Source: an optimization exercise on an open RTL-to-GDS flow (aim: small area). Production flows keep margins and buffers that such runs may drop. In this exercise RTL edits were held to simulation tests only and were not proved equivalent to the original. Power and IR drop assume default switching activity.

File: flow/config.mk
export PLATFORM = sky130hd
export DESIGN_NAME = dctqtop
export DESIGN_NICKNAME = dctqtop
export VERILOG_FILES = /design/flow/design.v
export SDC_FILE = /design/flow/constraint.sdc
export NUM_CORES = 4
export LEC_CHECK = 0
export CAP_MARGIN = 20
export CORE_MARGIN = 2
export CORE_UTILIZATION = 40
export SLEW_MARGIN = 20
File: flow/constraint.sdc
create_clock -name core_clock -period 8.0 [get_ports {clk}]
set_input_delay 1.6000 -clock core_clock [delete_from_list [all_inputs] [get_ports {clk}]]
set_output_delay 1.6000 -clock core_clock [all_outputs]
set_load 0.01 [all_outputs]
File: flow/design.v
module ram_rc(
 clk,
 rnw,
 be,
 ra,
 wa,
 di,
 din_valid,
 dout
 ) ;
 input clk ;
 input rnw ;             
 input [7:0] be ;        
 input [2:0] ra, wa ;    
 input [63:0] di ;
 input din_valid ;
 output [63:0] dout ;    
 reg [63:0] dout ;
 reg [63:0] mem [0:7] ;
 wire [63:0] col ;
 integer k ;
 always @ (posedge clk)
 begin
  if (din_valid && rnw)
   for (k = 0; k < 8; k = k + 1)
    if (be[k])
     mem[wa][8*k +: 8] <= di[8*k +: 8] ;
 end
 genvar r ;
 generate
  for (r = 0; r < 8; r = r + 1) begin : g_col
   wire [63:0] row = mem[r] ;
   assign col[63-8*r -: 8] = row[63-8*ra -: 8] ;
  end
 endgenerate
 always @ (posedge clk)
  dout <= col ;
endmodule
module dualram(
clk,  
 rnw, 
 be, 
 ra, 
 wa, 
 di, 
 din_valid, 
 dout 
 ) ; 
 input clk ;  
 input rnw ;  
 input din_valid ;  
 input [7:0] be ;  
 input [2:0] ra, wa ;  
 input [63:0] di ;  
 output [63:0] dout ;  
 wire switch_bank;  
 wire [63:0] do1 ; 
 wire [63:0] do2 ; 
 wire [63:0] do_next ; 
 reg [63:0] dout;  
reg rnw_delay ; 
assign switch_bank = ~rnw; 
ram_rc ram1 ( .clk(clk),  
 .rnw(rnw),  
 .be(be),  
 .ra(ra), 
 .wa(wa), 
 .di(di), 
 .din_valid(din_valid), 
 .dout(do1) 
 ) ; 
ram_rc ram2( .clk(clk),  
 .rnw(switch_bank),  
.be(be),  
 .ra(ra), 
 .wa(wa), 
 .di(di), 
 .din_valid(din_valid), 
 .dout(do2) 
 ) ; 
assign do_next = (rnw_delay) ? do2 : do1 ;  
always @ (posedge clk) 
begin 
rnw_delay <= rnw ;  
 dout <= do_next ;  
end 
endmodule
module romc(
clk, 
addr1, 
addr2, 
dout1, 
dout2 
); 
input clk ;  
 input [2:0] addr1 ; 
 input [2:0] addr2 ; 
 output [63:0] dout1; 
 output [63:0] dout2; 
 reg [63:0] dout1_next ;
 reg [63:0] dout2_next ; 
 reg [63:0] dout1_reg1 ;  
 reg [63:0] dout2_reg1 ; 
 reg [63:0] dout1;  
 reg [63:0] dout2;  
 wire [63:0] loc0 ;  
 wire [63:0] loc1 ; 
 wire [63:0] loc2 ; 
 wire [63:0] loc3 ; 
 wire [63:0] loc4 ; 
 wire [63:0] loc5 ; 
 wire [63:0] loc6 ; 
 wire [63:0] loc7 ; 
 assign loc0 = 64'h5B5B5B5B5B5B5B5B ;  
 assign loc1 = 64'h7E6A4719E7B99682 ;  
 assign loc2 = 64'h7631CF8A8ACF3176 ;  
 assign loc3 = 64'h6AE782B9477E1996 ;  
 assign loc4 = 64'h5BA5A55B5BA5A55B ; 
 assign loc5 = 64'h4782196A96E77EB9 ; 
 assign loc6 = 64'h318A76CFCF768A31 ; 
 assign loc7 = 64'h19B96A827E9647E7 ; 
 always @ (loc0 or loc1 or loc2 or loc3 or loc4 or loc5 or loc6 or loc7 or 
 addr1 or addr2) 
begin 
 case (addr1)  
 3'b000 : dout1_next = loc0 ; 
 3'b001 : dout1_next = loc1 ; 
 3'b010 : dout1_next = loc2 ; 
 3'b011 : dout1_next = loc3 ; 
 3'b100 : dout1_next = loc4 ; 
 3'b101 : dout1_next = loc5 ; 
 3'b110 : dout1_next = loc6 ; 
 3'b111 : dout1_next = loc7 ; 
 default : dout1_next = loc0 ; 
 endcase 
 case(addr2)  
 3'b000 : dout2_next = loc0 ; 
 3'b001 : dout2_next = loc1 ; 
 3'b010 : dout2_next = loc2 ; 
 3'b011 : dout2_next = loc3 ;
  3'b100 : dout2_next = loc4 ; 
 3'b101 : dout2_next = loc5 ; 
 3'b110 : dout2_next = loc6 ; 
 3'b111 : dout2_next = loc7 ; 
 default : dout2_next = loc0 ; 
endcase 
end 
always @ (posedge clk)  
begin 
 dout1_reg1 <= dout1_next ;  
 dout2_reg1 <= dout2_next ; 
end 
always @ (posedge clk)  
begin 
 dout1 <= dout1_reg1 ;  
 dout2 <= dout2_reg1 ;  
end 
endmodule
module romq(clk,a,d);
input clk;  
 input [5:0] a;  
 output [7:0] d;  
 reg [7:0] d;  
 reg [7:0] d_next ; 
 reg [63:0] mem_data ;  
wire [63:0] loc0 ; 
wire [63:0] loc1 ; 
 wire [63:0] loc2 ; 
 wire [63:0] loc3 ; 
 wire [63:0] loc4 ; 
 wire [63:0] loc5 ; 
 wire [63:0] loc6 ; 
 wire [63:0] loc7 ; 
 assign loc0 = 64'hFF806C5D4F4C473C ; 
 assign loc1 = 64'h80805D554C473C37 ; 
 assign loc2 = 64'h6C5D4F4C473C3C36 ; 
 assign loc3 = 64'h5D5D4F4C473C3733 ; 
 assign loc4 = 64'h5D4F4C47403B332B ; 
 assign loc5 = 64'h4F4C47403B332B23 ; 
 assign loc6 = 64'h4F4C473C362D251E ; 
 assign loc7 = 64'h4C473B362D251E19 ; 
always @ (*) 
begin 
 case (a[5:3])  
 3'd0 : mem_data = loc0 ; 
 3'd1 : mem_data = loc1 ; 
 3'd2 : mem_data = loc2 ; 
 3'd3 : mem_data = loc3 ; 
 3'd4 : mem_data = loc4 ; 
 3'd5 : mem_data = loc5 ; 
 3'd6 : mem_data = loc6 ; 
 default : mem_data = loc7 ; 
 endcase 
 case (a[2:0])  
 3'd0 : d_next = mem_data [63:56] ; 
 3'd1 : d_next = mem_data [55:48] ; 
 3'd2 : d_next = mem_data [47:40] ; 
 3'd3 : d_next = mem_data [39:32] ; 
 3'd4 : d_next = mem_data [31:24] ; 
 3'd5 : d_next = mem_data [23:16] ; 
 3'd6 : d_next = mem_data [15:8] ; 
 default : d_next = mem_data [7:0] ; 
 endcase 
end 
always @ (posedge clk) 
 d <= d_next ;  
endmodule
module mult11sx8s(
clk,  
 n1, 
 n2, 
 result 
 ) ;
 input clk ; 
input [10:0] n1 ; 
input [7:0] n2 ; 
output [18:0] result ; 
wire n1orn2z ;  
wire [10:0] p1 ;  
wire [10:0] p2 ; 
wire [10:0] p3 ; 
wire [10:0] p4 ; 
wire [10:0] p5 ; 
wire [10:0] p6 ; 
wire [10:0] p7 ; 
wire [10:0] p8 ; 
wire [6:0] s11a ; 
wire [6:0] s12a ; 
wire [6:0] s13a ; 
wire [6:0] s14a ; 
wire [5:0] s11b ; 
wire [5:0] s12b ; 
wire [5:0] s13b ; 
wire [5:0] s14b ; 
wire [12:0] s11 ; 
wire [12:0] s12 ; 
wire [12:0] s13 ; 
wire [12:0] s14 ; 
wire [7:0] s21a ; 
wire [7:0] s22a ; 
wire [6:0] s21b ; 
wire [6:0] s22b ;
wire [14:0] s21 ; 
wire [14:0] s22 ; 
wire [8:0] s31a ; 
wire [7:0] s31b ; 
wire [17:0] s31 ; 
wire res_sign ; 
wire [18:0] res ; 
reg [10:0] n1_mag ;  
reg [7:0] n2_mag ; 
reg [10:0] p1_reg1 ; 
reg [10:0] p2_reg1 ; 
reg [10:0] p3_reg1 ; 
reg [10:0] p4_reg1 ; 
reg [10:0] p5_reg1 ; 
reg [10:0] p6_reg1 ; 
reg [10:0] p7_reg1 ; 
reg [10:0] p8_reg1 ; 
reg [6:0] s11a_reg2 ; 
reg [6:0] s12a_reg2 ; 
reg [6:0] s13a_reg2 ; 
reg [6:0] s14a_reg2 ; 
reg n1_reg1; 
reg n1_reg2; 
reg n1_reg3; 
reg n1_reg4; 
reg n1_reg5; 
reg n1_reg6; 
reg n1_reg7; 
reg n2_reg1; 
reg n2_reg2; 
reg n2_reg3; 
reg n2_reg4; 
reg n2_reg5; 
reg n2_reg6; 
reg n2_reg7; 
reg n1orn2z_reg1 ; 
reg n1orn2z_reg2 ; 
reg n1orn2z_reg3 ; 
reg n1orn2z_reg4 ; 
reg n1orn2z_reg5 ; 
reg n1orn2z_reg6 ; 
reg n1orn2z_reg7 ; 
reg [10:0] p1_reg2 ; 
reg [10:0] p2_reg2 ; 
reg [10:0] p3_reg2 ; 
reg [10:0] p4_reg2 ; 
reg [10:0] p5_reg2 ; 
reg [10:0] p6_reg2 ; 
reg [10:0] p7_reg2 ; 
reg [10:0] p8_reg2 ; 
reg [12:0] s11_reg3 ; 
reg [12:0] s12_reg3 ; 
reg [12:0] s13_reg3 ; 
reg [12:0] s14_reg3 ; 
reg [12:0] s11_reg4 ; 
reg [12:0] s12_reg4 ; 
reg [12:0] s13_reg4 ; 
reg [12:0] s14_reg4 ; 
reg [7:0] s21a_reg4 ; 
reg [7:0] s22a_reg4 ; 
reg [14:0] s21_reg5 ; 
reg [14:0] s22_reg5 ; 
reg [14:0] s21_reg6 ; 
reg [14:0] s22_reg6 ; 
reg [8:0] s31a_reg6 ; 
reg [17:0] s31_reg7 ; 
reg [18:0] result ; 
always @(n1) 
begin 
if(n1[10] == 1'b0) 
n1_mag = n1[10:0] ; 
else 
n1_mag = ~n1[10:0] + 1 ;  
end 
always @(n2) 
begin 
if(n2[7] == 1'b0) 
n2_mag = n2[7:0] ; 
else 
n2_mag = ~n2[7:0] + 1 ;  
end 
assign n1orn2z = ((n1 == 11'b0)||(n2 == 7'b0)) ?1'b1:1'b0 ; 
assign p1 = n1_mag[10:0] & {11{n2_mag[0]}}; 
assign p2 = n1_mag[10:0] & {11{n2_mag[1]}} ; 
assign p3 = n1_mag[10:0] & {11{n2_mag[2]}} ; 
assign p4 = n1_mag[10:0] & {11{n2_mag[3]}} ;
assign p5 = n1_mag[10:0] & {11{n2_mag[4]}} ; 
assign p6 = n1_mag[10:0] & {11{n2_mag[5]}} ; 
assign p7 = n1_mag[10:0] & {11{n2_mag[6]}} ; 
assign p8 = n1_mag[10:0] & {11{n2_mag[7]}} ;
always @ (posedge clk)  
begin 
p1_reg1 <= p1 ; 
p2_reg1 <= p2 ; 
p3_reg1 <= p3 ; 
p4_reg1 <= p4 ; 
p5_reg1 <= p5 ; 
p6_reg1 <= p6 ; 
p7_reg1 <= p7 ; 
p8_reg1 <= p8 ; 
n1_reg1 <= n1[10] ;  
n2_reg1 <= n2[7] ; 
n1orn2z_reg1 <= n1orn2z ;  
end
assign s11a[6:0] = p1_reg1[6:1] + p2_reg1[5:0] ; 
assign s12a[6:0] = p3_reg1[6:1] + p4_reg1[5:0] ; 
assign s13a[6:0] = p5_reg1[6:1] + p6_reg1[5:0] ; 
assign s14a[6:0] = p7_reg1[6:1] + p8_reg1[5:0] ; 
always @ (posedge clk)  
begin 
s11a_reg2 <= s11a ;  
s12a_reg2 <= s12a ; 
s13a_reg2 <= s13a ; 
s14a_reg2 <= s14a ; 
p1_reg2[10:7] <= p1_reg1[10:7] ;  
p2_reg2[10:6] <= p2_reg1[10:6] ; 
p3_reg2[10:7] <= p3_reg1[10:7] ; 
p4_reg2[10:6] <= p4_reg1[10:6] ; 
p5_reg2[10:7] <= p5_reg1[10:7] ; 
p6_reg2[10:6] <= p6_reg1[10:6] ; 
p7_reg2[10:7] <= p7_reg1[10:7] ;
p8_reg2[10:6] <= p8_reg1[10:6] ; 
p1_reg2[0] <= p1_reg1[0] ;  
p3_reg2[0] <= p3_reg1[0] ;  
p5_reg2[0] <= p5_reg1[0] ; 
p7_reg2[0] <= p7_reg1[0] ; 
n1_reg2 <= n1_reg1 ;  
n2_reg2 <= n2_reg1 ; 
n1orn2z_reg2 <= n1orn2z_reg1 ; 
end 
assign s11b[5:0] = {1'b0, p1_reg2[10:7]} + p2_reg2[10:6] + s11a_reg2[6] ; 
assign s12b[5:0] = {1'b0, p3_reg2[10:7]} + p4_reg2[10:6] + s12a_reg2[6] ; 
assign s13b[5:0] = {1'b0, p5_reg2[10:7]} + p6_reg2[10:6] + s13a_reg2[6] ; 
assign s14b[5:0] = {1'b0, p7_reg2[10:7]} + p8_reg2[10:6] + s14a_reg2[6] ; 
assign s11[12:0] = {s11b, s11a_reg2[5:0], p1_reg2[0]} ; 
assign s12[12:0] = {s12b, s12a_reg2[5:0], p3_reg2[0]} ; 
assign s13[12:0] = {s13b, s13a_reg2[5:0], p5_reg2[0]} ; 
assign s14[12:0] = {s14b, s14a_reg2[5:0], p7_reg2[0]} ;
always @ (posedge clk) 
begin 
s11_reg3 <= s11;  
s12_reg3 <= s12; 
s13_reg3 <= s13; 
s14_reg3 <= s14; 
n1_reg3 <= n1_reg2; 
n2_reg3 <= n2_reg2; 
n1orn2z_reg3 <= n1orn2z_reg2; 
end 
assign s21a[7:0] = s11_reg3[8:2] + s12_reg3[6:0] ;  
assign s22a[7:0] = s13_reg3[8:2] + s14_reg3[6:0] ;  
always @ (posedge clk)  
begin 
s11_reg4[12:9] <= s11_reg3[12:9] ;  
s11_reg4[1:0] <= s11_reg3[1:0] ; 
s12_reg4[12:7] <= s12_reg3[12:7] ; 
s13_reg4[12:9] <= s13_reg3[12:9] ; 
s13_reg4[1:0] <= s13_reg3[1:0] ; 
s14_reg4[12:7] <= s14_reg3[12:7] ; 
s21a_reg4 <= s21a ; 
s22a_reg4 <= s22a ; 
n1_reg4 <= n1_reg3 ; 
n2_reg4 <= n2_reg3 ; 
n1orn2z_reg4 <= n1orn2z_reg3 ; 
end
assign s21b[6:0] = {2'b0, s11_reg4[12:9]} +s12_reg4[12:7] + s21a_reg4[7]; 
assign s22b[6:0] = {2'b0, s13_reg4[12:9]} +s14_reg4[12:7] + s22a_reg4[7]; 
assign s21[14:0] = {s21b[5:0], s21a_reg4[6:0], s11_reg4[1:0]} ; 
assign s22[14:0] = {s22b[5:0], s22a_reg4[6:0], s13_reg4[1:0]} ; 
always @ (posedge clk)  
begin 
s21_reg5 <= s21 ;  
s22_reg5 <= s22 ; 
n1_reg5 <= n1_reg4 ; 
n2_reg5 <= n2_reg4 ; 
n1orn2z_reg5 <= n1orn2z_reg4 ; 
end
assign s31a[8:0] = s21_reg5[11:4] + s22_reg5[7:0] ; 
always @ (posedge clk)  
begin 
s21_reg6 [14:12] <= s21_reg5[14:12] ;  
s22_reg6 [14:8] <= s22_reg5[14:8] ; 
s21_reg6 [3:0] <= s21_reg5[3:0] ; 
s31a_reg6 <= s31a ;  
n1_reg6 <= n1_reg5 ; 
n2_reg6 <= n2_reg5 ; 
n1orn2z_reg6<= n1orn2z_reg5 ; 
end 
assign s31b[7:0] = {4'b0, s21_reg6[14:12]} + s22_reg6[14:8] + s31a_reg6[8] ; 
assign s31[17:0] = {s31b[5:0], s31a_reg6[7:0], s21_reg6[3:0]} ; 
always @ (posedge clk)  
begin 
n1_reg7 <= n1_reg6 ;  
n2_reg7 <= n2_reg6 ; 
s31_reg7 <= s31 ; 
n1orn2z_reg7 <= n1orn2z_reg6 ; 
end 
assign res_sign = n1_reg7^n2_reg7 ;  
assign res[18:0] = (res_sign ) ? {1'b1, (~s31_reg7 + 1'b1)}:{1'b0, s31_reg7} ; 
always @ (posedge clk)  
begin 
if (n1orn2z_reg7 == 1'b1) 
result[18:0] <= 19'b0 ; 
else 
result[18:0] <= res ;  
end 
endmodule
module mult8ux8s(
 clk,
 n1,
 n2,
 result
 ) ;
 input clk ;
 input [7:0] n1 ;        
 input [7:0] n2 ;        
 output [15:0] result ;
 wire [18:0] res ;
 mult11sx8s u0 ( .clk(clk),
  .n1({3'b000, n1}),
  .n2(n2),
  .result(res)
  ) ;
 assign result = res[15:0] ;
endmodule
module mult12sx8u(
 clk,
 n1,
 n2,
 dctq
 ) ;
 input clk ;
 input [11:0] n1 ;
 input [7:0] n2 ;
 output [8:0] dctq ;
 reg [8:0] dctq ;
 reg [11:0] n1_mag ;
 reg [11:0] n1_mag_reg1 ;
 reg [7:0] n2_reg1 ;
 reg sign_reg1, sign_reg2, sign_reg3 ;
 reg [15:0] pl_reg2 ;        
 reg [15:0] ph_reg2 ;        
 reg [19:0] prod_reg3 ;      
 reg [19:0] res_reg4 ;       
 reg [19:0] res_reg5 ;
 reg [19:0] res_reg6 ;
 reg [19:0] res_reg7 ;
 always @ (n1)
 begin
  if (n1[11] == 1'b0)
   n1_mag = n1 ;
  else
   n1_mag = ~n1 + 1 ;
 end
 always @ (posedge clk)    
 begin
  n1_mag_reg1 <= n1_mag ;
  n2_reg1 <= n2 ;
  sign_reg1 <= n1[11] ;
 end
 always @ (posedge clk)    
 begin
  pl_reg2 <= n1_mag_reg1 * n2_reg1[3:0] ;
  ph_reg2 <= n1_mag_reg1 * n2_reg1[7:4] ;
  sign_reg2 <= sign_reg1 ;
 end
 always @ (posedge clk)    
 begin
  prod_reg3 <= {4'b0, pl_reg2} + {ph_reg2, 4'b0} ;
  sign_reg3 <= sign_reg2 ;
 end
 always @ (posedge clk)    
 begin
  res_reg4 <= sign_reg3 ? (~prod_reg3 + 1'b1) : prod_reg3 ;
  res_reg5 <= res_reg4 ;
  res_reg6 <= res_reg5 ;
  res_reg7 <= res_reg6 ;
 end
 always @ (posedge clk)    
  dctq <= res_reg7[19:11] ;
endmodule
module adder12s(
clk, 
n0, 
n1, 
n2, 
n3, 
n4, 
n5, 
n6, 
n7, 
sum 
) ;
input clk ; 
input [11:0] n0 ; 
input [11:0] n1 ; 
input [11:0] n2 ; 
input [11:0] n3 ; 
input [11:0] n4 ; 
input [11:0] n5 ; 
input [11:0] n6 ; 
input [11:0] n7 ; 
output [14:0] sum ;
wire [7:0] s00_lsb ; 
wire [7:0] s01_lsb ; 
wire [7:0] s02_lsb ; 
wire [7:0] s03_lsb ; 
wire [5:0] s00_msb ; 
wire [5:0] s01_msb ; 
wire [5:0] s02_msb ; 
wire [5:0] s03_msb ; 
wire [7:0] s10_lsb ; 
wire [7:0] s11_lsb ; 
wire [6:0] s10_msb ; 
wire [6:0] s11_msb ; 
wire [7:0] s20_lsb ; 
reg [11:7] n0_reg1 ; 
reg [11:7] n1_reg1 ; 
reg [11:7] n2_reg1 ; 
reg [11:7] n3_reg1 ; 
reg [11:7] n4_reg1 ; 
reg [11:7] n5_reg1 ; 
reg [11:7] n6_reg1 ; 
reg [11:7] n7_reg1 ; 
reg [7:0] s00_lsbreg1 ; 
reg [7:0] s01_lsbreg1 ; 
reg [7:0] s02_lsbreg1 ; 
reg [7:0] s03_lsbreg1 ; 
reg [5:0] s00_msbreg2 ; 
reg [5:0] s01_msbreg2 ; 
reg [5:0] s02_msbreg2 ; 
reg [5:0] s03_msbreg2 ; 
reg [6:0] s00_lsbreg2 ; 
reg [6:0] s01_lsbreg2 ; 
reg [6:0] s02_lsbreg2 ; 
reg [6:0] s03_lsbreg2 ; 
reg [7:0] s10_lsbreg3 ; 
reg [7:0] s11_lsbreg3 ; 
reg [5:0] s00_msbreg3 ;
reg [5:0] s01_msbreg3 ; 
reg [5:0] s02_msbreg3 ; 
reg [5:0] s03_msbreg3 ; 
reg [6:0] s10_lsbreg4 ; 
reg [6:0] s11_lsbreg4 ; 
reg [6:0] s10_msbreg4 ; 
reg [6:0] s11_msbreg4 ; 
reg [6:0] s10_msbreg5 ; 
reg [6:0] s11_msbreg5 ; 
reg s20_lsbreg5cy ; 
reg [6:0] s20_lsbreg5 ; 
assign s00_lsb[7:0] = n0[6:0]+n1[6:0] ; 
assign s01_lsb[7:0] = n2[6:0]+n3[6:0] ; 
assign s02_lsb[7:0] = n4[6:0]+n5[6:0] ; 
assign s03_lsb[7:0] = n6[6:0]+n7[6:0] ; 
always @ (posedge clk) 
begin 
 n0_reg1[11:7] <= n0[11:7] ; 
 n1_reg1[11:7] <= n1[11:7] ; 
 n2_reg1[11:7] <= n2[11:7] ; 
 n3_reg1[11:7] <= n3[11:7] ; 
 n4_reg1[11:7] <= n4[11:7] ; 
 n5_reg1[11:7] <= n5[11:7] ; 
 n6_reg1[11:7] <= n6[11:7] ; 
 n7_reg1[11:7] <= n7[11:7] ; 
 s00_lsbreg1[7:0] <= s00_lsb[7:0] ; 
 s01_lsbreg1[7:0] <= s01_lsb[7:0] ; 
 s02_lsbreg1[7:0] <= s02_lsb[7:0] ; 
 s03_lsbreg1[7:0] <= s03_lsb[7:0] ; 
end 
assign s00_msb[5:0] = {n0_reg1[11], n0_reg1[11:7]}+ 
 {n1_reg1[11], n1_reg1[11:7]}+s00_lsbreg1[7]; 
assign s01_msb[5:0] = {n2_reg1[11], n2_reg1[11:7]}+ 
 {n3_reg1[11], n3_reg1[11:7]}+s01_lsbreg1[7]; 
 assign s02_msb[5:0] = {n4_reg1[11], n4_reg1[11:7]}+ 
 {n5_reg1[11], n5_reg1[11:7]}+s02_lsbreg1[7]; 
assign s03_msb[5:0] = {n6_reg1[11], n6_reg1[11:7]}+ 
 {n7_reg1[11], n7_reg1[11:7]}+s03_lsbreg1[7]; 
always @ (posedge clk) 
begin 
 s00_msbreg2[5:0] <= s00_msb[5:0] ;  
 s01_msbreg2[5:0] <= s01_msb[5:0] ; 
 s02_msbreg2[5:0] <= s02_msb[5:0] ; 
 s03_msbreg2[5:0] <= s03_msb[5:0] ; 
 s00_lsbreg2[6:0] <= s00_lsbreg1[6:0] ;  
 s01_lsbreg2[6:0] <= s01_lsbreg1[6:0] ; 
 s02_lsbreg2[6:0] <= s02_lsbreg1[6:0] ; 
 s03_lsbreg2[6:0] <= s03_lsbreg1[6:0] ; 
end 
assign s10_lsb[7:0] = s00_lsbreg2[6:0]+s01_lsbreg2[6:0] ; 
assign s11_lsb[7:0] = s02_lsbreg2[6:0] +s03_lsbreg2[6:0] ; 
always @ (posedge clk) 
begin 
 s10_lsbreg3[7:0] <= s10_lsb[7:0] ;  
 s11_lsbreg3[7:0] <= s11_lsb[7:0] ; 
 s00_msbreg3[5:0] <= s00_msbreg2[5:0] ;
 s01_msbreg3[5:0] <= s01_msbreg2[5:0] ; 
 s02_msbreg3[5:0] <= s02_msbreg2[5:0] ; 
 s03_msbreg3[5:0] <= s03_msbreg2[5:0] ; 
end 
assign s10_msb[6:0] = {s00_msbreg3[5], 
 s00_msbreg3[5:0]}+{s01_msbreg3[5], 
 s01_msbreg3[5:0]}+s10_lsbreg3[7] ; 
assign s11_msb[6:0] = {s02_msbreg3[5], s02_msbreg3[5:0]}+ 
 {s03_msbreg3[5], s03_msbreg3[5:0]}+ 
 s11_lsbreg3[7] ; 
 always @ (posedge clk)
 begin 
 s10_lsbreg4[6:0] <= s10_lsbreg3[6:0] ;  
 s11_lsbreg4[6:0] <= s11_lsbreg3[6:0] ; 
 s10_msbreg4[6:0] <= s10_msb[6:0] ;  
 s11_msbreg4[6:0] <= s11_msb[6:0] ; 
end
assign s20_lsb[7:0] = s10_lsbreg4[6:0]+ s11_lsbreg4[6:0] ; 
always @ (posedge clk) 
begin 
 s10_msbreg5[6:0] <= s10_msbreg4[6:0];  
 s11_msbreg5[6:0] <= s11_msbreg4[6:0] ; 
 s20_lsbreg5cy <= s20_lsb[7];  
 s20_lsbreg5[6:0] <= s20_lsb[6:0]; 
end 
assign sum[14:0] = {({s10_msbreg5[6], s10_msbreg5[6:0]}+ 
 {s11_msbreg5[6], s11_msbreg5[6:0]}+ 
 s20_lsbreg5cy), s20_lsbreg5[6:0]}; 
endmodule
module Adder14rs ( clk, 
n0, 
n1, 
n2, 
n3, 
n4, 
n5, 
n6, 
n7, 
sum 
 ) ; 
input clk ; 
input [13:0] n0 ; 
input [13:0] n1 ; 
input [13:0] n2 ; 
input [13:0] n3 ; 
input [13:0] n4 ; 
input [13:0] n5 ; 
input [13:0] n6 ; 
input [13:0] n7 ; 
output [16:0] sum ; 
wire [7:0] s00_lsb ; 
wire [7:0] s01_lsb ; 
wire [7:0] s02_lsb ; 
wire [7:0] s03_lsb ; 
wire [7:0] s00_msb ; 
wire [7:0] s01_msb ; 
wire [7:0] s02_msb ; 
wire [7:0] s03_msb ; 
wire [7:0] s10_lsb ; 
wire [7:0] s11_lsb ; 
wire [8:0] s10_msb ; 
wire [8:0] s11_msb ; 
wire [7:0] s20_lsb ; 
reg [13:7] n0_reg1 ; 
reg [13:7] n1_reg1 ; 
reg [13:7] n2_reg1 ; 
reg [13:7] n3_reg1 ; 
reg [13:7] n4_reg1 ; 
reg [13:7] n5_reg1 ; 
reg [13:7] n6_reg1 ; 
reg [13:7] n7_reg1 ; 
reg [7:0] s00_lsbreg1 ; 
reg [7:0] s01_lsbreg1 ; 
reg [7:0] s02_lsbreg1 ; 
reg [7:0] s03_lsbreg1 ; 
reg [7:0] s00_msbreg2 ; 
reg [7:0] s01_msbreg2 ; 
reg [7:0] s02_msbreg2 ; 
reg [7:0] s03_msbreg2 ; 
reg [6:0] s00_lsbreg2 ; 
reg [6:0] s01_lsbreg2 ; 
reg [6:0] s02_lsbreg2 ; 
reg [6:0] s03_lsbreg2 ; 
reg [7:0] s10_lsbreg3 ; 
reg [7:0] s11_lsbreg3 ; 
reg [7:0] s00_msbreg3 ; 
reg [7:0] s01_msbreg3 ; 
reg [7:0] s02_msbreg3 ; 
reg [7:0] s03_msbreg3 ; 
reg [8:0] s10_lsbreg4 ; 
reg [8:0] s11_lsbreg4 ; 
reg [8:0] s10_msbreg4 ; 
reg [8:0] s11_msbreg4 ; 
reg [8:0] s10_msbreg5 ; 
reg [8:0] s11_msbreg5 ; 
reg s20_lsbreg5cy ; 
reg [6:0] s20_lsbreg5 ; 
assign s00_lsb[7:0] = n0[6:0]+n1[6:0] ; 
assign s01_lsb[7:0] = n2[6:0]+n3[6:0] ; 
assign s02_lsb[7:0] = n4[6:0]+n5[6:0] ; 
assign s03_lsb[7:0] = n6[6:0]+n7[6:0] ; 
always @ (posedge clk) 
begin 
 n0_reg1[13:7] <= n0[13:7] ; 
 n1_reg1[13:7] <= n1[13:7] ; 
 n2_reg1[13:7] <= n2[13:7] ; 
 n3_reg1[13:7] <= n3[13:7] ; 
 n4_reg1[13:7] <= n4[13:7] ; 
 n5_reg1[13:7] <= n5[13:7] ; 
 n6_reg1[13:7] <= n6[13:7] ; 
 n7_reg1[13:7] <= n7[13:7] ; 
 s00_lsbreg1[7:0] <= s00_lsb[7:0] ; 
 s01_lsbreg1[7:0] <= s01_lsb[7:0] ; 
 s02_lsbreg1[7:0] <= s02_lsb[7:0] ; 
 s03_lsbreg1[7:0] <= s03_lsb[7:0] ; 
end 
assign s00_msb[7:0] = {n0_reg1[13], n0_reg1[13:7]}+ 
 {n1_reg1[13], n1_reg1[13:7]}+s00_lsbreg1[7]; 
assign s01_msb[7:0] = {n2_reg1[13], n2_reg1[13:7]}+{n3_reg1[13], n3_reg1[13:7]}+s01_lsbreg1[7]; 
assign s02_msb[7:0] = {n4_reg1[13], n4_reg1[13:7]}+ {n5_reg1[13], n5_reg1[13:7]}+s02_lsbreg1[7]; 
assign s03_msb[7:0] = {n6_reg1[13], n6_reg1[13:7]}+ {n7_reg1[13], n7_reg1[13:7]}+s03_lsbreg1[7]; 
always @ (posedge clk) 
begin 
 s00_msbreg2[7:0] <= s00_msb[7:0] ;  
 s01_msbreg2[7:0] <= s01_msb[7:0] ; 
 s02_msbreg2[7:0] <= s02_msb[7:0] ; 
 s03_msbreg2[7:0] <= s03_msb[7:0] ; 
 s00_lsbreg2[6:0] <= s00_lsbreg1[6:0] ;  
 s01_lsbreg2[6:0] <= s01_lsbreg1[6:0] ; 
 s02_lsbreg2[6:0] <= s02_lsbreg1[6:0] ; 
 s03_lsbreg2[6:0] <= s03_lsbreg1[6:0] ; 
end 
assign s10_lsb[7:0] = s00_lsbreg2[6:0]+s01_lsbreg2[6:0] ; 
assign s11_lsb[7:0] = s02_lsbreg2[6:0] +s03_lsbreg2[6:0] ; 
always @ (posedge clk) 
begin 
 s10_lsbreg3[7:0] <= s10_lsb[7:0] ;  
 s11_lsbreg3[7:0] <= s11_lsb[7:0] ; 
 s00_msbreg3[7:0] <= s00_msbreg2[7:0] ;
 s01_msbreg3[7:0] <= s01_msbreg2[7:0] ; 
 s02_msbreg3[7:0] <= s02_msbreg2[7:0] ; 
 s03_msbreg3[7:0] <= s03_msbreg2[7:0] ; 
end 
assign s10_msb[8:0] = {s00_msbreg3[7], s00_msbreg3[7:0]}+{s01_msbreg3[7], s01_msbreg3[7:0]}+s10_lsbreg3[7] ; 
assign s11_msb[8:0] = {s02_msbreg3[7], s02_msbreg3[7:0]}+ {s03_msbreg3[7], s03_msbreg3[7:0]}+ s11_lsbreg3[7] ; 
always @ (posedge clk) 
begin 
 s10_lsbreg4[6:0] <= s10_lsbreg3[6:0] ;  
 s11_lsbreg4[6:0] <= s11_lsbreg3[6:0] ; 
 s10_msbreg4[8:0] <= s10_msb[8:0] ;  
 s11_msbreg4[8:0] <= s11_msb[8:0] ; 
end 
assign s20_lsb[7:0] = s10_lsbreg4[6:0]+ s11_lsbreg4[6:0] ; 
always @ (posedge clk) 
begin 
 s10_msbreg5[8:0] <= s10_msbreg4[8:0];  
 s11_msbreg5[8:0] <= s11_msbreg4[8:0] ; 
 s20_lsbreg5cy <= s20_lsb[7];  
 s20_lsbreg5[6:0] <= s20_lsb[6:0]; 
end 
assign sum[16:0] = {({s10_msbreg5[8], s10_msbreg5[8:0]}+{s11_msbreg5[8], s11_msbreg5[8:0]}+ s20_lsbreg5cy), s20_lsbreg5[6:0]}; 
endmodule 
module adder14sr(
 clk,
 n0,
 n1,
 n2,
 n3,
 n4,
 n5,
 n6,
 n7,
 dct
 ) ;
 input clk ;
 input [13:0] n0 ;
 input [13:0] n1 ;
 input [13:0] n2 ;
 input [13:0] n3 ;
 input [13:0] n4 ;
 input [13:0] n5 ;
 input [13:0] n6 ;
 input [13:0] n7 ;
 output [11:0] dct ;
 reg [11:0] dct ;
 wire [16:0] sum ;
 Adder14rs add0 ( .clk(clk),
  .n0(n0), .n1(n1), .n2(n2), .n3(n3),
  .n4(n4), .n5(n5), .n6(n6), .n7(n7),
  .sum(sum)
  ) ;
 always @ (posedge clk)
  dct <= sum[15:4] ;
endmodule
module dctreg2x8xn(
clk, 
wa,  
din, 
enreg, 
qr0, 
qr1, 
qr2, 
qr3, 
qr4, 
qr5, 
qr6, 
qr7 
); 
parameter WIDTH = 11 ;  
output [(WIDTH-1):0] qr0; 
output [(WIDTH-1):0] qr1; 
output [(WIDTH-1):0] qr2; 
output [(WIDTH-1):0] qr3; 
output [(WIDTH-1):0] qr4; 
output [(WIDTH-1):0] qr5; 
output [(WIDTH-1):0] qr6; 
output [(WIDTH-1):0] qr7; 
input [(WIDTH-1):0] din; 
input [2:0] wa; 
input enreg; 
input clk; 
reg [(WIDTH-1):0] qr0; 
reg [(WIDTH-1):0] qr1; 
reg [(WIDTH-1):0] qr2; 
reg [(WIDTH-1):0] qr3; 
reg [(WIDTH-1):0] qr4; 
reg [(WIDTH-1):0] qr5; 
reg [(WIDTH-1):0] qr6; 
reg [(WIDTH-1):0] qr7; 
reg [(WIDTH-1):0] q0; 
reg [(WIDTH-1):0] q1; 
reg [(WIDTH-1):0] q2; 
reg [(WIDTH-1):0] q3; 
reg [(WIDTH-1):0] q4; 
reg [(WIDTH-1):0] q5; 
reg [(WIDTH-1):0] q6; 
always @ (posedge clk) 
begin 
if (enreg) 
begin 
case (wa) 
3'b000: q0 <= din;  
3'b001: q1 <= din;  
3'b010: q2 <= din;  
3'b011: q3 <= din; 
3'b100: q4 <= din; 
3'b101: q5 <= din; 
3'b110: q6 <= din;  
3'b111: 
 begin 
 qr0 <= q0;  
 qr1 <= q1;  
 qr2 <= q2; 
 qr3 <= q3; 
 qr4 <= q4; 
 qr5 <= q5; 
 qr6 <= q6; 
 qr7 <= din; 
 end 
endcase 
end
end
endmodule
module dctq_controller(
clk,  
 reset_n, 
 start, 
 hold, 
 ready, 
 rnw, 
 dctq_valid, 
 encnt2, 
 cnt1_reg, 
cnt2_reg, 
cnt3_reg, 
 cnt4_reg, 
 addr 
 ); 
 input clk ; 
input reset_n ; 
input start ; 
input hold ; 
output ready ; 
output rnw ; 
output dctq_valid ; 
output encnt2 ; 
output [5:0] cnt1_reg ; 
output [2:0] cnt2_reg ; 
output [2:0] cnt3_reg ; 
output [5:0] cnt4_reg ; 
output [5:0] addr ; 
reg ready ; 
reg rnw ; 
reg dctq_valid ; 
reg dctq_valid_prev ; 
reg start_reg1 ; 
reg cnt_0 ; 
reg [5:0] cnt1_reg ; 
reg [2:0] cnt2_reg ; 
reg [2:0] cnt3_reg ; 
reg [5:0] cnt4_reg ; 
reg [5:0] addr ; 
reg encnt1 ; 
reg encnt2 ; 
reg encnt3 ; 
reg encnt4 ; 
reg encnt5 ; 
wire start_next1 ; 
wire encnt1_next ; 
wire discnt1_next; 
wire swrnw1 ; 
wire swrnw2 ; 
wire swon_ready ; 
wire [5:0] cnt1_next ; 
wire [2:0] cnt2_next ; 
wire [2:0] cnt3_next ; 
wire [5:0] cnt4_next ; 
wire [5:0] cnt5_next ;
assign cnt1_next = cnt1_reg + 1 ;  
assign cnt2_next = cnt2_reg + 1 ; 
assign cnt3_next = cnt3_reg + 1 ; 
assign cnt4_next = cnt4_reg + 1 ; 
assign cnt5_next = addr + 1 ; 
assign encnt1_next = ((start_reg1 == 1'b1)&&(cnt1_reg == 0)) ? 1'b1 : 1'b0 ; 
assign discnt1_next = ((start_reg1 == 1'b0)&&(cnt1_reg == 6'd63)) ? 1'b1:1'b0 ;
always @ (posedge clk or negedge reset_n) 
begin  
 if (reset_n == 1'b0) 
 encnt1 <= 1'b0 ; 
 else if (hold == 1'b1) 
 encnt1 <= encnt1 ; 
 else if (encnt1_next == 1'b1) 
 encnt1 <= 1'b1 ; 
else if (discnt1_next == 1'b1) 
 encnt1 <= 1'b0 ; 
else 
 encnt1 <= encnt1 ; 
 end 
 always @ (posedge clk or negedge reset_n) 
begin  
 if (reset_n == 1'b0) 
 encnt2 <= 1'b0 ; 
 else if (hold == 1'b1) 
 encnt2 <= encnt2 ; 
 else if (discnt1_next == 1'b1) 
 encnt2 <= 1'b0 ; 
 else if (cnt1_reg == 6'd14) 
 encnt2 <= 1'b1 ; 
 else 
 encnt2 <= encnt2 ; 
end 
always @ (posedge clk or negedge reset_n) 
begin  
 if (reset_n == 1'b0) 
 encnt3 <= 1'b0 ; 
 else if (hold == 1'b1) 
 encnt3 <= encnt3 ; 
 else if (discnt1_next == 1'b1 ) 
 encnt3 <= 1'b0 ; 
 else if (cnt1_reg == 6'd20) 
 encnt3 <= 1'b1 ; 
 else
 encnt3 <= encnt3 ; 
 end
 always @ (posedge clk or negedge reset_n) 
begin  
 if (reset_n == 1'b0) 
 encnt4 <= 1'b0 ; 
 else if (hold == 1'b1) 
 encnt4 <= encnt4 ; 
 else if (discnt1_next == 1'b1) 
 encnt4 <= 1'b0 ; 
 else if (cnt1_reg == 6'd35) 
 encnt4 <= 1'b1 ; 
 else 
 encnt4 <= encnt4 ; 
end 
always @ (posedge clk or negedge reset_n) 
begin  
 if (reset_n == 1'b0) 
 encnt5 <= 1'b0 ; 
 else if (hold == 1'b1) 
 encnt5 <= encnt5 ; 
 else if (discnt1_next == 1'b1) 
 encnt5 <= 1'b0 ; 
 else if (cnt1_reg == 6'd44) 
 encnt5 <= 1'b1 ; 
 else 
 encnt5 <= encnt5 ; 
end
always @ (posedge clk or negedge reset_n) 
begin  
 if (reset_n == 1'b0) 
 cnt1_reg <= 6'd00 ; 
 else if (hold == 1'b1) 
 cnt1_reg <= cnt1_reg ; 
 else if (encnt1 == 1'b1) 
 cnt1_reg <= cnt1_next ; 
 else 
 cnt1_reg <= cnt1_reg ; 
end 
always @ (posedge clk or negedge reset_n) 
begin
 if (reset_n == 1'b0) 
 cnt2_reg <= 6'd00 ; 
 else if (hold == 1'b1) 
 cnt2_reg <= cnt2_reg ; 
 else if (encnt2 == 1'b1) 
 cnt2_reg <= cnt2_next ; 
 else 
 cnt2_reg <= cnt2_reg ; 
end 
always @ (posedge clk or negedge reset_n) 
begin  
 if (reset_n == 1'b0) 
 cnt3_reg <= 6'd00 ; 
else if (hold == 1'b1) 
 cnt3_reg <= cnt3_reg ; 
else if (encnt3 == 1'b1) 
 cnt3_reg <= cnt3_next ; 
else 
 cnt3_reg <= cnt3_reg ; 
end 
always @ (posedge clk or negedge reset_n) 
begin  
 if (reset_n == 1'b0) 
 cnt4_reg <= 6'd00 ; 
 else if (hold == 1'b1) 
 cnt4_reg <= cnt4_reg ; 
 else if (encnt4 == 1'b1) 
 cnt4_reg <= cnt4_next ; 
 else 
 cnt4_reg <= cnt4_reg ; 
end 
always @ (posedge clk or negedge reset_n) 
begin  
 if (reset_n == 1'b0) 
 addr <= 6'd00 ; 
 else if (hold == 1'b1) 
 addr <= addr ; 
 else if (encnt5 == 1'b1) 
 addr <= cnt5_next ; 
 else 
 addr <= addr ; 
end 
assign swrnw1 = ((start_reg1 == 1'b1)&&(cnt1_reg == 0)&&(cnt_0 == 1'b1)) 
? 1'b1 : 1'b0 ; 
assign swrnw2 = ((start_reg1 == 1'b1)&&(cnt1_reg == 63)) ?1'b1 : 1'b0 ; 
always @ (posedge clk or negedge reset_n) 
begin 
 if (reset_n == 1'b0) 
 begin 
 cnt_0 <= 1'b1 ; 
 rnw <= 1'b1 ; 
 end 
 else if (hold == 1'b1) 
 rnw <= rnw ; 
 else if (swrnw1) 
 begin 
 cnt_0 <= 1'b0 ; 
 rnw <= !rnw ;  
 end 
 else if (swrnw2) 
 rnw <= !rnw ;  
 else 
 rnw <= rnw ; 
end
assign swon_ready = ((start_reg1 == 1'b1)&&(cnt1_reg ==6'd01)) ? 1'b1 : 1'b0 ; 
always @ (posedge clk or negedge reset_n) 
begin 
 if (reset_n == 1'b0) 
 ready <= 1'b1; 
 else if (hold == 1'b1) 
 ready <= ready ; 
 else if (swon_ready) 
 ready <= 1'b1; 
 else 
 ready <= !start_reg1 ; 
end 
always @ (posedge clk or negedge reset_n) 
begin 
 if (reset_n == 1'b0) 
 begin 
 dctq_valid_prev <= 1'b0 ; 
 dctq_valid <= 1'b0 ; 
 end 
 else if (hold == 1'b1)  
 begin
 dctq_valid <= 1'b0 ;  
 end 
 else if (cnt1_reg == 6'd44)  
 begin 
 dctq_valid <= 1'b1 ; 
 dctq_valid_prev <= 1'b1 ; 
 end 
 else if (hold == 1'b0) 
 dctq_valid <= dctq_valid_prev ; 
 else 
 dctq_valid <= dctq_valid ; 
end 
assign start_next1 = (start == 1'b1)&&(cnt1_reg == 0) ; 
always @ (posedge clk or negedge reset_n) 
begin 
if (reset_n == 1'b0) 
 start_reg1 <= 1'b0 ; 
else if (hold == 1'b1) 
 start_reg1 <= start_reg1 ; 
else if (start_next1) 
 start_reg1 <= 1'b1 ; 
else if ((start == 1'b0)&&(cnt1_reg == 6'd62)) 
 start_reg1 <= 1'b0 ; 
else 
 start_reg1 <= start_reg1 ; 
end 
endmodule
module dctqtop(  
 clk,  
 reset_n, 
 start, 
 di, 
 din_valid, 
 wa, 
 be, 
 hold, 
 ready, 
 dctq, 
 dctq_valid, 
 addr 
 ); 
input clk ; 
input reset_n ; 
input start ; 
input din_valid ; 
input hold ; 
input [63:0] di ; 
input [2:0] wa ; 
input [7:0] be ; 
output ready ; 
output [8:0] dctq ; 
output dctq_valid ; 
output [5:0] addr ; 
wire ready ;  
wire [8:0] dctq ; 
wire dctq_valid ; 
wire [5:0] addr ; 
wire rnw ; 
wire encnt2 ; 
wire [15:0] result1 ; 
wire [15:0] result2 ; 
wire [15:0] result3 ; 
wire [15:0] result4 ; 
wire [15:0] result5 ; 
wire [15:0] result6 ; 
wire [15:0] result7 ; 
wire [15:0] result8 ; 
wire [14:0] sum1 ; 
wire [11:0] dct ; 
wire [63:0] d0 ; 
wire [63:0] d1 ; 
wire [63:0] d2 ; 
wire [10:0] qr0 ; 
wire [10:0] qr1 ; 
wire [10:0] qr2 ; 
wire [10:0] qr3 ; 
wire [10:0] qr4 ; 
wire [10:0] qr5 ; 
wire [10:0] qr6 ; 
wire [10:0] qr7 ; 
wire [18:0] res1 ; 
wire [18:0] res2 ; 
wire [18:0] res3 ; 
wire [18:0] res4 ; 
wire [18:0] res5 ; 
wire [18:0] res6 ; 
wire [18:0] res7 ; 
wire [18:0] res8 ; 
wire [5:0] cnt1_reg ; 
wire [2:0] cnt2_reg ; 
wire [2:0] cnt3_reg ; 
wire [5:0] cnt4_reg ; 
wire [7:0] qout ;
dualram dualram1 ( .clk(clk), 
 .rnw(rnw), 
 .be(be), 
 .ra(cnt1_reg[2:0]), 
 .wa(wa), 
 .di(di), 
 .din_valid(din_valid), 
 .dout(d0) 
 );
 romc romc1 ( .clk(clk), 
 .addr1(cnt1_reg[5:3]), 
 .addr2(cnt3_reg[2:0]), 
 .dout1(d1), 
 .dout2(d2) 
 ) ; 
 mult8ux8s u11( .clk(clk), 
 .n1(d0[63:56]), 
 .n2(d1[63:56]), 
 .result(result1)  
 ) ; 
mult8ux8s u12( .clk(clk), 
 .n1(d0[55:48]), 
 .n2(d1[55:48]), 
 .result(result2)  
 ) ;
 mult8ux8s u13( .clk(clk), 
 .n1(d0[47:40]), 
 .n2(d1[47:40]), 
 .result(result3)  
 ) ; 
mult8ux8s u14( .clk(clk), 
 .n1(d0[39:32]), 
 .n2(d1[39:32]), 
 .result(result4)  
 ) ; 
mult8ux8s u15( .clk(clk), 
 .n1(d0[31:24]), 
 .n2(d1[31:24]), 
 .result(result5)  
 ) ; 
mult8ux8s u16( .clk(clk), 
 .n1(d0[23:16]), 
 .n2(d1[23:16]), 
 .result(result6)  
 ) ; 
mult8ux8s u17( .clk(clk), 
 .n1(d0[15:8]), 
 .n2(d1[15:8]), 
 .result(result7)  
 ) ; 
 mult8ux8s u18( .clk(clk), 
 .n1(d0[7:0]), 
 .n2(d1[7:0]), 
 .result(result8)  
 ) ; 
adder12s adder12s1( 
 .clk(clk), 
 .n0(result1[15:4]),  
 .n1(result2[15:4]),  
 .n2(result3[15:4]),  
 .n3(result4[15:4]), 
 .n4(result5[15:4]), 
 .n5(result6[15:4]), 
 .n6(result7[15:4]), 
 .n7(result8[15:4]), 
 .sum(sum1) 
 ) ;
 dctreg2x8xn #(11) dctreg1(  
 .clk(clk), 
 .din(sum1[14:4]), 
 .wa(cnt2_reg[2:0]), 
 .enreg(encnt2), 
 .qr0(qr0),  
 .qr1(qr1),  
 .qr2(qr2), 
 .qr3(qr3), 
 .qr4(qr4), 
 .qr5(qr5), 
 .qr6(qr6), 
 .qr7(qr7)  
 ); 
mult11sx8s u21( .clk(clk), 
 .n1(qr0), 
 .n2(d2[63:56]),  
 .result(res1)  
 ) ; 
mult11sx8s u22( .clk(clk), 
 .n1(qr1),  
 .n2(d2[55:48]), 
 .result(res2) 
) ; 
mult11sx8s u23( .clk(clk), 
 .n1(qr2),  
 .n2(d2[47:40]), 
 .result(res3) 
 ) ;
mult11sx8s u24( .clk(clk), 
 .n1(qr3),  
 .n2(d2[39:32]), 
 .result (res4) 
 ) ; 
mult11sx8s u25( .clk(clk), 
 .n1(qr4),  
 .n2(d2[31:24]), 
 .result(res5) 
 ) ; 
mult11sx8s u26( .clk(clk), 
 .n1(qr5),  
 .n2(d2[23:16]), 
 .result(res6) 
 ) ; 
mult11sx8s u27( .clk(clk), 
 .n1(qr6),  
 .n2(d2[15:8]), 
 .result(res7) 
 ) ; 
mult11sx8s u28( .clk(clk), 
 .n1(qr7),  
 .n2(d2[7:0]),  
 .result(res8)  
 ) ; 
adder14sr adder14sr1( .clk(clk), 
 .n0(res1[18:5]),  
 .n1(res2[18:5]), 
 .n2(res3[18:5]), 
 .n3(res4[18:5]), 
 .n4(res5[18:5]), 
 .n5(res6[18:5]), 
 .n6(res7[18:5]), 
 .n7(res8[18:5]), 
 .dct(dct[11:0]) 
 ) ;
romq romq1 (  
.clk(clk), 
 .a(cnt4_reg), 
 .d(qout) 
 ); 
mult12sx8u u31 ( .clk(clk), 
 .n1(dct[11:0]), 
 .n2(qout), 
 .dctq(dctq) 
 );
dctq_controller dctq_control1 ( .clk(clk), 
 .reset_n(reset_n), 
 .start(start), 
 .hold(hold), 
 .ready(ready), 
 .rnw(rnw), 
 .dctq_valid(dctq_valid), 
 .encnt2(encnt2), 
 .cnt1_reg(cnt1_reg), 
 .cnt2_reg(cnt2_reg), 
 .cnt3_reg(cnt3_reg), 
 .cnt4_reg(cnt4_reg), 
 .addr(addr)  
 );  
endmodule
File: flow/run.sh
#!/bin/bash
# synth_recipe.tcl (not shown) runs the flow's synth.tcl, then flattens the netlist and writes it again
# the make line also repeats each setting of config.mk as NAME=value (left out here)
make -C /OpenROAD-flow-scripts/flow DESIGN_CONFIG=/design/flow/config.mk WORK_HOME=/design/flow/orfs CLKGATE_MAP_FILE= SYNTH_SCRIPT=/design/flow/synth_recipe.tcl finish
==> run summary <==
## power groups by stage
stage	registers [W]	clock network [W]	logic, W
6_report	0.0363	0.0328	0.00126
5_1_grt	0.0363	0.0350	0.00137
4_1_cts	0.0363	0.0335	0.00126
3_5_place_dp	0.0370	0	0.00125
3_3_place_gp	0.0370	0	0.00124
2_1_floorplan	0.0370	0	0.000707
## logic make-up after synthesis
logic type | Yosys count | share of synthesized area
adders and majority gates | 1555 | 0.0981
muxes | 353 | 0.0232
other | 1 | 0.0000167
xor gates and xnor gates | 1222 | 0.0475
DFF | 7010 | 0.677
buffers and inverters | 1854 | 0.0310
and+or+nand+nor | 2990 | 0.0621
AOI/OAI and AO/OA | 2240 | 0.0609
## worst max-delay path by stage
| stage | from | endpoint | slack [ns] |
|---|---|---|---|
| floorplan | u31.n2_reg1[3]$_DFF_P_ | u31.pl_reg2[13]$_DFF_P_ | 4.56 |
| global placement | din_valid | dualram1.ram2.mem[3][20]$_DFFE_PP_ | 3.19 |
| detailed placement | din_valid | dualram1.ram2.mem[6][60]$_DFFE_PP_ | 3.11 |
| CTS | dctq_control1.cnt1_reg[0]$_DFFE_PN0P_ | dualram1.ram2.dout[20]$_DFF_P_ | 3.86 |
| global route | dctq_control1.cnt1_reg[0]$_DFFE_PN0P_ | dualram1.ram2.dout[20]$_DFF_P_ | 3.58 |
| finish | dctq_control1.cnt1_reg[0]$_DFFE_PN0P_ | dualram1.ram2.dout[20]$_DFF_P_ | 3.82 |
## cells in the mapped netlist (all sizes together), types with 411 or more instances
cell type	count
nor2b	445
ha	1204
nor2	1345
edfxtp	1189
xnor2	703
xor2	519
inv	1523
a21oi	895
o21ai	411
nand2	548
a21o	458
dfxtp	5786
## critical path: stages, from the launching register on
cell and delay (ns):
dfrtp_4 0.43, clkinv_2 0.71, ha_4 1.02, buf_4 0.90
mux2i_1 0.31, nor2_1 0.07, a21oi_1 0.16, nor2_1 0.05
a21oi_1 0.14, o21ai_0 0.09
## metrics by stage
stage	std cells	cell area (sq um)	total power (W)	hold slack (ns)
after floorplan	17227	225000	0.0377	0.310
after global placement	24544	234000	0.0383	0.310
after detailed placement	24544	234000	0.0383	0.312
after CTS	25814	258000	0.0711	0.262
after global routing	25824	258000	0.0726	0.266
final	25857	258000	0.0703	0.284
## metal layers
metal  routed length [um]  track usage
met3                30700       0.0299
met4                21200       0.0716
met5                   55            0
met2               227000        0.279
met1               187000        0.195
## final cells by class
cell class | instances | area [sq um]
timing repair buffer | 161 | 1120
antenna | 42 | 105
inverter | 1532 | 5750
fill | 49764 | 303000
multi-input combinational | 8363 | 65900
clock inverter | 329 | 4350
clock buffer | 941 | 19300
sequential | 7010 | 152000
tap | 7479 | 9360
==> impl_summary.log <==
INFO  metric power.density_cell_area = 272 nW/um^2
INFO  metric max-slew-margin-rel = 0.179
INFO  metric final.setup_skew = about 0.080 ns
INFO  metric synth_edf_count = between 1k and 1.5k
INFO  metric setup_viol_count_final = 0
INFO  metric timing.final.crit_period = 4.18 ns
INFO  metric fmax = approximately 240 MHz
INFO  metric drt_pass1_iterations = 6
INFO  metric chipWidth = 754 um
INFO  metric gpl.final_weighted_congestion = 0.827
INFO  metric cts_made_buffers = 688
INFO  metric max_slew.worst_pin.slew = 1.23 ns
INFO  metric first_iter_violations = 7701
INFO  metric placement_rows = roughly 280
INFO  metric cell_types_with_the_largest_area_share_after_synthesis = dfxtp_1 (51%), edfxtp_1 (16%), ha_1 (6.7%)
INFO  metric clkSlewWorstSetupHoldPaths = 0.06 ns
INFO  metric viasPerCell = 4.55
INFO  metric worst_reg2reg_setup_slack = 3.82 ns
INFO  metric clock-sinks = 7010
INFO  metric dp_slack = 3.11 ns
INFO  metric root_buffer = clkbuf_16
INFO  metric grt_pass1_wl = 697000 um
INFO  metric clock_tree.htree_level_count = 6
INFO  metric switching_power = 0.0146 W
INFO  metric synthDominantCellAreaShare = 0.515
INFO  metric status = finished clean
INFO  metric start_util = 0.401
INFO  metric start_kind = flop
INFO  metric cts.hold.buffers_added = 0
INFO  metric layout_commonest_cell = dfxtp_1
INFO  metric power_frac_clock = 0.466
INFO  metric hpwlAfterDp = 316000 um
INFO  metric post_cts_resize_count = 0
INFO  metric area_growth = 14.7%
INFO  metric power.combinational.fraction = 0.018
INFO  metric utilization = 0.461
INFO  metric detail_route.wirelength = 466000 um
INFO  metric first_global_vias = roughly 120k
INFO  metric dr_total_vias = about 120k
INFO  metric postLayoutSetupSlackWorst = 3.82 ns
INFO  metric number_of_distinct_standard_cells_referenced_by_the_synthesized_netlist = 76
INFO  metric netlist.top_cell.by_area = dfxtp_1
INFO  metric critical_path_peak_fanout = 63
INFO  metric die_h = 754 um
INFO  metric netSwitchingFraction = 0.208
INFO  metric final-max-slew-violation-count = 0
INFO  metric ys.warnings.count = 11
INFO  metric grt_overflow = 0
INFO  metric die_area = 569000 sq um
INFO  metric pin_count_of_the_biggest_net_entering_global_routing = 91
INFO  metric tritoncts = built
INFO  metric grt_setup_unrepaired = false
INFO  metric initial_antenna_violation_count = 49
INFO  metric rr_worst_depth = 9
INFO  metric holdCritStartpoint = u14.u0.p2_reg1[7]$_DFF_P_
INFO  metric min_delay_worst_endpoint = u14.u0.p2_reg2[7]$_DFF_P_
INFO  metric hold_path_class = flop to flop
INFO  metric timing.rr.start = dctq_control1.cnt1_reg[0]$_DFFE_PN0P_
INFO  metric worstReg2RegEnd = dualram1.ram2.dout[20]$_DFF_P_
INFO  metric final.period_utilization = 0.522
INFO  metric syn-mean-instance-area = 13.1 sq um
INFO  metric min_delay_path_depth = 0
INFO  metric layout_top_registers = dualram1.ram1.mem (512), dualram1.ram2.mem (512)
INFO  metric drive_above_1_share = 0.0824
INFO  metric io_buffers = 96
INFO  metric synth.yosys.seq_area_share = 0.677
INFO  metric grt_util_all_layers = 0.161
INFO  metric worst-setup-path-type = flop to flop
INFO  metric antenna_violating_nets_post_route = 0
INFO  metric vdd.ir_drop.worst = 0.220 mV
INFO  metric finalHoldViolations = 0
INFO  metric io_pins = 97
INFO  metric core = approximately 560000 sq um
INFO  metric post_drt_wl_per_cell = around 18 um
INFO  metric cts_setup_buffers = 0
INFO  metric drt_drc_violations_left = 0
INFO  metric netlist_instances = 17.2k
INFO  metric async_flop_share = 0.00499
INFO  metric final_cell_mix = dfxtp_1 (5785), inv_1 (1519), nor2_1 (1344), ha_1 (1203), edfxtp_1 (1189)
INFO  metric worst_ep_required_time = 8.87 ns
INFO  metric maximum_clock_insertion_buffer_count = 4
INFO  metric power_leakage = 110 nW
INFO  metric fin_nets = 19.4k
INFO  metric mappedNetlistArea = about 230000 sq um
INFO  metric clock_insertion_delay_worst_skew = roughly 1.1 ns
INFO  metric finalSetupTns = 0 ns
INFO  metric endpoint_class_of_the_critical_path = flop
INFO  metric ys_ff_latch = roughly 7k
INFO  metric cellInternalPower = 0.0557 W
INFO  metric maxCapViolCount = 0
INFO  metric cp_data_arrival_time = 5.05 ns
INFO  metric power_frac_seq = 0.516
INFO  metric ys.flop_type = dfxtp_1

-- separate check: timing with driven ports --
The results above use ideal ports. As a check the final layout listed here was re-extracted and re-timed, cells and wires unchanged.
Step 1 (the two cells are an assumption about what drives the block):
set clk [get_ports {clk}]
set_driving_cell -lib_cell sky130_fd_sc_hd__clkbuf_16 $clk
set_driving_cell -lib_cell sky130_fd_sc_hd__buf_2 [delete_from_list [all_inputs] $clk]
Step 2 also shifts input and output timing later by t, the mid clock arrival at the registers, as if the neighbouring blocks saw the same clock.
Slacks: ideal / step 1 / step 2; pairs: ideal / step 1.
t (ns): 1.164
slack for setup (ns): 3.823 / 3.823 / 3.121
hold WS [ns]: 0.284 / 0.284 / 0.284
worst data-port slew with drivers (ns): 0.10
cell pins on the clock port's net: 1
After both steps setup and hold are still met in this run. For this run, drivers alone change the setup slack by 0.000 ns; drivers and shift together by -0.702 ns.
